This is an optimization exercise on Yosys and OpenROAD, whose aim is small area, a short achievable clock period and few clock cycles per item, not a production implementation.
In this exercise RTL edits were held to simulation tests only and were not proved equivalent to the original.
No activity file was given, so power comes from the tool's default toggle rates.

$ cat flow/run.sh
#!/bin/bash
# synth_recipe.tcl (not shown) runs the flow's synth.tcl, then flattens the netlist and writes it again
# the make line also repeats each setting of config.mk as NAME=value (left out here)
make -C /OpenROAD-flow-scripts/flow DESIGN_CONFIG=/design/flow/config.mk WORK_HOME=/design/flow/orfs CLKGATE_MAP_FILE= SYNTH_SCRIPT=/design/flow/synth_recipe.tcl finish
$ cat flow/config.mk
export PLATFORM = sky130hd
export DESIGN_NAME = mm_top
export DESIGN_NICKNAME = mm_top
export VERILOG_FILES = /design/flow/design.v
export SDC_FILE = /design/flow/constraint.sdc
export NUM_CORES = 4
export LEC_CHECK = 0
export CAP_MARGIN = 20
export CORE_MARGIN = 2
export CORE_UTILIZATION = 40
export SLEW_MARGIN = 20
$ cat flow/constraint.sdc
create_clock -name core_clock -period 10.0 [get_ports {clk}]
set_input_delay 2.0000 -clock core_clock [delete_from_list [all_inputs] [get_ports {clk}]]
set_output_delay 2.0000 -clock core_clock [all_outputs]
set_load 0.01 [all_outputs]
$ cat flow/design.v
module ireg (
    input logic clk,
    input logic rst_n,
    input logic write,
    input logic [7:0] data_in,
    input logic [4:0] addr_in,
    output logic [7:0] data_out_1,
    output logic [7:0] data_out_2,
    output logic [7:0] data_out_3,
    output logic [7:0] data_out_4,
    input logic [4:0] addr_out_1,
    input logic [4:0] addr_out_2,
    input logic [4:0] addr_out_3,
    input logic [4:0] addr_out_4
    );
    logic [7:0] registers [0:31];
  assign data_out_1 = registers[addr_out_1];
  assign data_out_2 = registers[addr_out_2];
  assign data_out_3 = registers[addr_out_3];
  assign data_out_4 = registers[addr_out_4];
  always_ff @(posedge clk) begin
    if (!rst_n) begin
      for(int i = 0; i < 32; i++) begin
        registers[i] <= 0;
      end
    end else begin	
      if(write) begin
        registers[addr_in] <= data_in;
      end
    end
  end
endmodule
module rom(
    input logic [3:0] in_addr,
    input logic sel_upper,
    output logic [6:0] out_data
);
    logic [13:0] sel_word;
    always_comb begin
        case(in_addr)
            0: sel_word = 14'b00000110010110;
            1: sel_word = 14'b11110011111111;
            2: sel_word = 14'b00010000000011;
            3: sel_word = 14'b00000010000010;
            4: sel_word = 14'b00010001111101;
            5: sel_word = 14'b00000100000100;
            6: sel_word = 14'b11110000000110;
            7: sel_word = 14'b00000010000010;
            8: sel_word = 14'b00100100101000;
            9: sel_word = 14'b00000110000010;
            10: sel_word = 14'b00100000001001;
            11: sel_word = 14'b00000010000010;
            12: sel_word = 14'b00000010001010;
            13: sel_word = 14'b00001000000000;
            14: sel_word = 14'b00000100001100;
            default: sel_word = 14'b00000010000010;
        endcase 
        if(~sel_upper) begin  
            out_data = sel_word[13:7];
        end else begin
            out_data = sel_word[6:0];
        end
    end
endmodule
module mul(
  input logic [7:0] in_data,
  input logic [6:0] in_coeff,
  output logic [14:0] out_data
);
  assign out_data = in_data * in_coeff;
endmodule
module mac_unit(
  input logic [14:0] in_data,
  input logic clk,
  input logic rst_n,
  input logic en,
  output logic [17:0] out_data
);
  logic [17:0] acc_reg;
  always_ff @(posedge clk) begin
    if(!rst_n) begin
      acc_reg <= 0;
    end else begin
      if(en) begin
        acc_reg <= acc_reg + in_data;
      end
    end
  end
  assign out_data = acc_reg;
endmodule
module ram_mux(
    input logic [17:0] in_data_1,
    input logic [17:0] in_data_2,
    input logic [17:0] in_data_3,
    input logic [17:0] in_data_4,
    input logic [1:0] select,
    output logic [17:0] out_data
);
    always_comb begin
        case(select)
            2'b00 : out_data = in_data_1;
            2'b01 : out_data = in_data_2;
            2'b10 : out_data = in_data_3;
            default : out_data = in_data_4;
        endcase
    end
endmodule
module output_logic(
    input logic clk,
    input logic rst_n,
    input logic [31:0] in_data,
    input logic sel_upper,
    output logic [8:0] out_data
);
    logic [8:0] output_buffer;
    always_comb begin
        if(sel_upper) begin
            out_data = output_buffer;
        end
        else begin
            out_data = in_data[8:0];
        end
    end
    always_ff @(posedge clk) begin
        if(!rst_n) begin
            output_buffer <= 0;
        end
        else begin
            output_buffer <= in_data[17:9];
        end
    end
endmodule
module calc_asmd(
    input logic clk,
    input logic rst_n,
    input logic start,
    input logic read,
    input logic [2:0] in_addr,
    output logic finish,
    output logic mac_en,
    output logic mac_rst_n,
    output logic [4:0] to_ireg_read_addr_1,
    output logic [4:0] to_ireg_read_addr_2,
    output logic [4:0] to_ireg_read_addr_3,
    output logic [4:0] to_ireg_read_addr_4,
    output logic [4:0] to_ireg_write_addr,
    output logic to_ireg_write_en,
    output logic [3:0] to_rom_read_addr,  
    output logic to_rom_sel_second,
    output logic [6:0] to_ram_addr,
    output logic to_ram_write_en,
    output logic [1:0] to_mux_select,
    output logic sel_upper
);
    typedef enum {idle, input_data, calc_collumn, write_collumn, read_first, read_second} state_type;
    state_type current_state, next_state;
    logic [2:0] ram_base_addr,ram_base_addr_next;   
    logic [4:0] input_counter,input_counter_next;   
    logic [2:0] calc_col_counter,calc_col_counter_next;  
    logic [4:0] ireg_read_counter,ireg_read_counter_next;  
    logic [1:0] write_col_counter,write_col_counter_next;  
    logic [1:0] calc_total_counter,calc_total_counter_next;  
    logic [3:0] read_counter, read_counter_next;
    always_ff @(posedge clk) begin
        if (!rst_n) begin
            current_state <= idle;
            ram_base_addr <= 0;
            input_counter <= 0;
            calc_col_counter <= 0;
            ireg_read_counter <= 0;
            write_col_counter <= 0;
            calc_total_counter <= 0;
            read_counter <= 0;
        end else begin	
            current_state <= next_state;
            ram_base_addr <= ram_base_addr_next;
            input_counter <= input_counter_next;
            calc_col_counter <= calc_col_counter_next;
            ireg_read_counter <= ireg_read_counter_next;
            write_col_counter <= write_col_counter_next;
            calc_total_counter <= calc_total_counter_next;
            read_counter <= read_counter_next;
        end
    end
    always_comb begin
        next_state = current_state;
        case(current_state)
            input_data: begin
                if(input_counter == 31) begin
                    next_state = calc_collumn;
                end
            end
            calc_collumn: begin
                if(calc_col_counter == 7) begin
                    next_state = write_collumn;
                end
            end
            write_collumn: begin
                if(write_col_counter == 3) begin
                    if(calc_total_counter == 3) begin
                        next_state = idle;
                    end else begin
                        next_state = calc_collumn;
                    end
                end
            end
            read_first: begin
                next_state = read_second;
            end
            read_second: begin
                next_state = read_first;
                if(read_counter == 0) begin  
                    next_state = idle;
                end
            end 
            default: begin  
                if(start) begin
                    next_state = input_data;
                end else begin
                    if(read) begin
                        next_state = read_first;
                    end
                end
            end
        endcase
    end
    assign to_rom_sel_second = calc_col_counter[0];
    assign to_mux_select = write_col_counter;
    assign to_rom_read_addr = {calc_total_counter,calc_col_counter[2:1]};
    always_comb begin
        finish = 0;
        to_ireg_read_addr_1 = 0;
        to_ireg_read_addr_2 = 0;
        to_ireg_read_addr_3 = 0;
        to_ireg_read_addr_4 = 0;
        to_ireg_write_addr = 0;
        to_ireg_write_en = 0;
        mac_en = 0;
        mac_rst_n = 1;
        to_ram_write_en = 0;
        sel_upper = 0; 
        to_ram_addr = 0; 
        case(current_state)
            input_data: begin
                to_ireg_write_addr = input_counter;
                to_ireg_write_en = 1;
            end
            calc_collumn: begin
                to_ireg_read_addr_1 = ireg_read_counter;
                to_ireg_read_addr_2 = ireg_read_counter +1;
                to_ireg_read_addr_3 = ireg_read_counter +2;
                to_ireg_read_addr_4 = ireg_read_counter +3;
                mac_en = 1;
            end
            write_collumn: begin
                to_ram_addr = {ram_base_addr,calc_total_counter,write_col_counter};
                to_ram_write_en = 1;
                if(write_col_counter == 3) begin
                    mac_rst_n = 0;
                    if(calc_total_counter == 3) begin
                        finish = 1;
                    end
                end
            end
            read_first: begin
                to_ram_addr = {ram_base_addr,read_counter};
            end
            read_second: begin
                to_ram_addr = {ram_base_addr,read_counter};
                sel_upper = 1;
            end  
            default: begin  
              	if(start) begin
                	to_ireg_write_en = 1;
                end else begin
                    if(read == 1) begin
                        to_ram_addr = {in_addr,4'b0000};
                    end
                end
            end
        endcase
    end
    always_comb begin
        ram_base_addr_next = ram_base_addr;
        input_counter_next = input_counter;
        calc_col_counter_next = calc_col_counter;
        ireg_read_counter_next = ireg_read_counter;
        write_col_counter_next = write_col_counter;
        calc_total_counter_next = calc_total_counter;
        read_counter_next = read_counter;
        case(current_state)
        input_data: begin
            input_counter_next = input_counter+1;
            if(input_counter == 31) begin
                calc_col_counter_next = 0;
                ireg_read_counter_next = 0;
            end
        end
        calc_collumn: begin
            calc_col_counter_next = calc_col_counter +1;
            ireg_read_counter_next = ireg_read_counter +4;
            if(calc_col_counter == 7) begin
                write_col_counter_next = 0;
            end
        end
        write_collumn: begin
            write_col_counter_next = write_col_counter +1;
            if(write_col_counter == 3) begin
                calc_col_counter_next = 0;
                calc_total_counter_next = calc_total_counter +1;
            end
        end
        read_first: begin
            read_counter_next = read_counter + 1;
        end
        read_second: begin
        end
        default: begin  
            input_counter_next = 0;
            calc_total_counter_next = 0;
            if(start) begin
                input_counter_next = 1;
                ram_base_addr_next = in_addr;
            end else begin
                if(read) begin
                    ram_base_addr_next = in_addr;
                end
            end
        end
    endcase
    end
endmodule
module result_ram(
    input logic clk,
    input logic [6:0] addr,
    input logic [17:0] din,
    input logic wen,
    output logic [17:0] dout
);
    logic [17:0] mem [0:127];
    always_ff @(posedge clk) begin
        if (wen) begin
            mem[addr] <= din;
            dout <= din;
        end else begin
            dout <= mem[addr];
        end
    end
endmodule
module mm_top(
    input logic clk,
    input logic rst,
    input logic read,
    input logic start,
    input logic [7:0] in_data,
    input logic [2:0] ram_slot,
    output logic finish,
    output logic [8:0] out_data
);
    logic ireg_write_en;
    logic [4:0] ireg_write_addr;
    logic [7:0] ireg_data_out_1;
    logic [7:0] ireg_data_out_2;
    logic [7:0] ireg_data_out_3;
    logic [7:0] ireg_data_out_4;
    logic [4:0] ireg_read_addr_1;
    logic [4:0] ireg_read_addr_2;
    logic [4:0] ireg_read_addr_3;
    logic [4:0] ireg_read_addr_4;
    logic [14:0] mul_output_1;
    logic [14:0] mul_output_2;
    logic [14:0] mul_output_3;
    logic [14:0] mul_output_4;
    logic [17:0] mac_out_1;
    logic [17:0] mac_out_2;
    logic [17:0] mac_out_3;
    logic [17:0] mac_out_4;
    logic mac_rst_n;
    logic mac_en;
    logic [1:0] ram_mux_select;
    logic [17:0] ram_mux_out;
    logic from_asmd_mac_rst_n;
    logic [3:0] rom_read_addr;
    logic [6:0] ram_addr;
    logic ram_write_en;
    logic [31:0] ram_read_data;
    logic [8:0] ram_read_addr; 
    logic read_sel_upper;
    logic [6:0] rom_coeff;
    logic rom_sel_upper;
    logic rst_n;
    assign rst_n = ~rst;
result_ram ram_block(
    .clk(clk),
    .addr(ram_addr),
    .din(ram_mux_out),
    .wen(ram_write_en),
    .dout(ram_read_data[17:0])
);
assign ram_read_data[31:18] = 14'b0;
ireg input_register(
    .clk(clk),
    .rst_n(rst_n),
    .write(ireg_write_en),
    .data_in(in_data),
    .addr_in(ireg_write_addr),
    .data_out_1(ireg_data_out_1),
    .data_out_2(ireg_data_out_2),
    .data_out_3(ireg_data_out_3),
    .data_out_4(ireg_data_out_4),
    .addr_out_1(ireg_read_addr_1),
    .addr_out_2(ireg_read_addr_2),
    .addr_out_3(ireg_read_addr_3),
    .addr_out_4(ireg_read_addr_4)
);
rom rom_1(
    .in_addr(rom_read_addr),
    .sel_upper(rom_sel_upper),
    .out_data(rom_coeff)
);
mul mul_1(
    .in_data(ireg_data_out_1),
    .in_coeff(rom_coeff),
    .out_data(mul_output_1)
);
mul mul_2(
    .in_data(ireg_data_out_2),
    .in_coeff(rom_coeff),
    .out_data(mul_output_2)
);
mul mul_3(
    .in_data(ireg_data_out_3),
    .in_coeff(rom_coeff),
    .out_data(mul_output_3)
);
mul mul_4(
    .in_data(ireg_data_out_4),
    .in_coeff(rom_coeff),
    .out_data(mul_output_4)
);
mac_unit mac_1(
    .clk(clk),
    .rst_n(mac_rst_n),
    .in_data(mul_output_1),
    .out_data(mac_out_1),
    .en(mac_en)
);
mac_unit mac_2(
    .clk(clk),
    .rst_n(mac_rst_n),
    .in_data(mul_output_2),
    .out_data(mac_out_2),
    .en(mac_en)
);
mac_unit mac_3(
    .clk(clk),
    .rst_n(mac_rst_n),
    .in_data(mul_output_3),
    .out_data(mac_out_3),
    .en(mac_en)
);
mac_unit mac_4(
    .clk(clk),
    .rst_n(mac_rst_n),
    .in_data(mul_output_4),
    .out_data(mac_out_4),
    .en(mac_en)
);
assign mac_rst_n = rst_n && from_asmd_mac_rst_n;
ram_mux ram_mux_1(
    .in_data_1(mac_out_1),
    .in_data_2(mac_out_2),
    .in_data_3(mac_out_3),
    .in_data_4(mac_out_4),
    .select(ram_mux_select),
    .out_data(ram_mux_out)
);
output_logic op_logic(
    .clk(clk),
    .rst_n(rst_n),
    .in_data(ram_read_data),
    .sel_upper(read_sel_upper),
    .out_data(out_data)
);
calc_asmd calc_control(
    .clk(clk),
    .rst_n(rst_n),
    .start(start),
    .read(read),
    .in_addr(ram_slot),
    .finish(finish),
    .mac_en(mac_en),
    .mac_rst_n(from_asmd_mac_rst_n),
    .to_ireg_read_addr_1(ireg_read_addr_1),
    .to_ireg_read_addr_2(ireg_read_addr_2),
    .to_ireg_read_addr_3(ireg_read_addr_3),
    .to_ireg_read_addr_4(ireg_read_addr_4),
    .to_ireg_write_addr(ireg_write_addr),
    .to_ireg_write_en(ireg_write_en),
    .to_rom_sel_second(rom_sel_upper),
    .to_rom_read_addr(rom_read_addr),
    .to_ram_addr(ram_addr),
    .to_ram_write_en(ram_write_en),
    .sel_upper(read_sel_upper),
    .to_mux_select(ram_mux_select)
);
endmodule
==> summary.txt <==
- Worst skew pair latency: 0.87 ns
- Vias in the first global route: 60220
- Max VDD drop: 0.0001581 V
- Site Rows: 196
- RSZ-0062 raised after global routing: no
- Hold depth: 2
- Tot Pwr: 28.05 mW
- Placeable Area: 284700 µm²
- Total CTS buffers: 282
- Final instance area: 129200 µm²
- # DRC: 0
- Max FFs per register: 2304
- CP startpoint kind: flip-flop
- CTS resizes: 0
- Fraction of layout cells with a size suffix above 1: 23.74%
- Synth top area share: 67.21%
- R2R setup slack: 2.28 ns
- Wire length per cell: 28.06 µm
- Clk_skew: 0.09683 ns
- HPWL Detailed: 173.6 mm
- Post-synth ARST share: 0%
- Max-slew violation count: 0
- Layout Area Growth over Synthesis: 12.96%
- Setup TNS: 0 ns
- CP Class: flip-flop to flip-flop
- Max_slew headroom: 20.21%
- RePlAce Congestion: 0.8385
- Buffers on Ports: 24
- Synthesis-stage register bit count: 2673
- Initial antenna violation count: 8
- DRT antenna net count: 0
- PwrDens: 217.1 nW/µm²
- Worst-margin pin slew: 1.184 ns
- Number of DRC markers in iteration 0: 6533
- Commonest non-fill, non-tap cell in the layout: edfxtp_1
- First-pass GRT wire length: 424.6 mm
- Area of the die: 290200 µm²
- Net count, final: 6765
- Post-synth EDFFs: 2560
- Drt pass-1 iters: 6
- Die extent in y: 538.7 µm
- Yosys cell types: 70
- Ys Warns: 7
- Post-synthesis mux area share: 15.44%
- Crit end category: flip-flop
- Worst-path maximum fanout: 49
- Synth top area cells: edfxtp_1 67%, mux4_2 14%, fa_1 2.9%, dfxtp_1 2.0%, ha_1 1.9%
- WP data required: 10.72 ns
- Most common flop cell mapped by yosys: edfxtp_1
- Post CTS Setup Buffer Count: 0
- Sequential area share after synthesis: 69.19%
- H-tree Lvls: 5
- Reg power frac: 46.2%
- Leakage: 42.19 nW
- Post-Synthesis Net Count: 6568
- Initial core utilization: 40.17%
- Hold Worst Slack: 0.4724 ns
- Hold Path End: mac_4.acc_reg[12]$_SDFFE_PN0N_
- Clock sink total: 2673
- Total track usage: 19.90%
- FMAX: 0.1296 GHz
- Clock share of power: 36.7%
- Min-delay worst type: flip-flop to flip-flop
- Top reg by flops: ram_block.mem
- Hold-fix buffers, CTS: 0
- GR Overflow Total: 0
- Placed cell area: 120200 µm²
- Synthesized instance count: 6209
- Reg2reg path depth: 20
- Clk buf depth: 4
- Final core occ: 45.38%
- Reg clk slew, reported paths: 0.06 ns
- Worst r2r src: calc_control.current_state[0]$_SDFFE_PP0P_
- Routed vias/inst: 5.681
- CTS root buffer: clkbuf_16
- Final setup fails: 0
- Die width: 538.7 µm
- Vias: 58940
- Max-cap violation count: 0
- Launch point of the worst hold path: mac_4.acc_reg[12]$_SDFFE_PN0N_
- Outcome: finished clean
- CTS tree: done
- Final Hold Viols: 0
- I/O pins: 25
- Reg2reg end: mac_4.acc_reg[14]$_SDFFE_PN0N_
- Mapped cell area: 114400 µm²
- Adder-cell share of the synthesized area: 4.866%
- Fill cells: 23890
- Min Tclk post-route: 7.717 ns
- Switching share of total power: 27.15%
- Logic gate share of total power: 17.1%
- Switching pwr: 7.614 mW
- Synth Area in Compound Gates: 3.070%
- Most frequent cells in the layout: 2560 x edfxtp_1, 718 x mux4_2, 343 x nor2_1
- Post-synthesis xor/xnor area fraction: 0.1991%
- Crit path DAT: 8.44 ns
- Avg Cell Area, Syn: 18.42 µm²
- Main combinational cell family by area after synthesis: multiplexers
- Pin count of the biggest net entering global routing: 108
- Drt total wl: 291.1 mm
- Simple-gate share of the synthesized area: 4.902%
- Synth area leader: edfxtp_1
- Final Cycle Share: 77.17%
- Biggest regs: ram_block.mem: 2304 flops, input_register.registers: 256 flops
- P_int: 20.43 mW
## critical path, cell delays in order, from the launching register on
cell and delay, ns:
dfxtp_1 0.57, nor3_2 0.24, buf_4 0.50, nand2_1 0.68, mux4_2 0.67, o21ai_0 0.92, nand2_1 0.18, nand2b_1 0.14
fa_1 0.44, fa_1 0.55, inv_1 0.05, fa_1 0.47, inv_1 0.05, fa_1 0.48, inv_1 0.05, ha_1 0.32
a21boi_0 0.34, o2111ai_1 0.21, a31oi_1 0.32, nor3_1 0.09, or3_1 0.32
## per-layer routing
layer / global-route usage, % / vias up / wire length, µm
met4: 5.261 / 0 / 7625
met2: 32.62 / 2201 / 141800
met3: 3.048 / 411 / 20500
li1: - / 24890 / -
met1: 27.78 / 31440 / 121200
met5: 0 / - / 0
## through the flow
step | worst slack (ns) | std cells
detailed placement | 2.417 | 9883
floorplan | 3.654 | 6209
CTS | 2.420 | 10370
global placement | 2.496 | 9881
finish | 2.283 | 10370
global route | 1.903 | 10370
## power groups by stage
stage | sequential [mW] | combinational [mW] | clock (mW)
2_1_floorplan | 13.1 | 3.25 | 0
3_3_place_gp | 13.2 | 4.73 | 0
3_5_place_dp | 13.2 | 4.79 | 0
4_1_cts | 12.9 | 4.82 | 10.5
5_1_grt | 13.0 | 5.30 | 10.9
6_report | 12.9 | 4.81 | 10.3
## worst max-delay path by stage
stage / cells past startpoint / slack (ns) / from / endpoint
after CTS: 20 / 2.42 / calc_control.current_state[0]$_SDFFE_PP0P_ / mac_4.acc_reg[14]$_SDFFE_PN0N_
after global routing: 20 / 1.90 / calc_control.current_state[0]$_SDFFE_PP0P_ / mac_2.acc_reg[16]$_SDFFE_PN0N_
final: 20 / 2.28 / calc_control.current_state[0]$_SDFFE_PP0P_ / mac_4.acc_reg[14]$_SDFFE_PN0N_
after floorplan: 5 / 3.65 / calc_control.write_col_counter[0]$_SDFFE_PP0P_ / ram_block.mem[0][12]$_DFFE_PP_
after global placement: 22 / 2.50 / calc_control.current_state[0]$_SDFFE_PP0P_ / mac_4.acc_reg[11]$_SDFFE_PN0N_
after detailed placement: 20 / 2.42 / calc_control.current_state[0]$_SDFFE_PP0P_ / mac_4.acc_reg[14]$_SDFFE_PN0N_
## cell usage after synthesis (25+ instances only)
master    number
or2_2         87
buf_1         46
buf_4         26
fa_1         168
and2_1       264
a21oi_1      127
edfxtp_1    2560
a221oi_1      28
a21o_1        27
nor2_1       439
ha_1         176
dfxtp_1      113
inv_1        301
nand3_1       47
a31oi_1       28
clkbuf_1     188
nor3_1        25
o21ai_0       76
nand2_1      174
buf_2         63
a22o_1        36
a211oi_1      31
mux2i_1      127
mux4_2       718
## layout make-up
cell class | count | area [µm²] | area share [%]
antenna | 3 | 7.507 | 0.005811
clock buffer | 347 | 7480 | 5.789
clock inverter | 140 | 1449 | 1.121
inverter | 302 | 1134 | 0.8774
multi-input combinational | 2898 | 33160 | 25.67
sequential | 2673 | 79160 | 61.27
tap | 3762 | 4707 | 3.643
timing repair buffer | 249 | 2096 | 1.622
## logic make-up (layout without fill, tap and decap cells)
| family | Yosys count | after routing |
|---|---|---|
| AOI/OAI and AO/OA | 519 | 519 |
| and+or+nand+nor | 1145 | 1145 |
| muxes | 864 | 864 |
| other | 0 | 3 |
| buffers and inverters | 638 | 1038 |
| DFF | 2673 | 2673 |
| adders and majority gates | 344 | 344 |
| xor gates and xnor gates | 26 | 26 |
Testbench counts, summed over its fixed seeds: cycles 21,696, items 192.

[separate check: timing with driven ports]
The results above use ideal ports. As a check the final layout listed here was re-extracted and re-timed, cells and wires unchanged.
Step 1 sets driving cells, clkbuf_16 on the clock port and buf_2 on the other inputs (assumed; they add their load-dependent delay and slew).
Step 2 moves the port delays by t, midway between the first and last clock arrival at a register: inputs arrive t later, outputs are due t later. That takes back most of the time a late clock gives input paths.
a / b / c = ideal / step 1 / step 2; a / b = the first two.
t, ns: 0.921
slack for setup (ns): 2.283 / 2.283 / 2.283
worst hold slack (ns): 0.472 / 0.472 / 0.472
worst setup path at the end: register to register
pins driven straight from the clock port: 1
After both steps setup and hold are still met in this run. For this run, drivers alone change the setup slack by 0.000 ns; drivers and shift together by 0.000 ns.
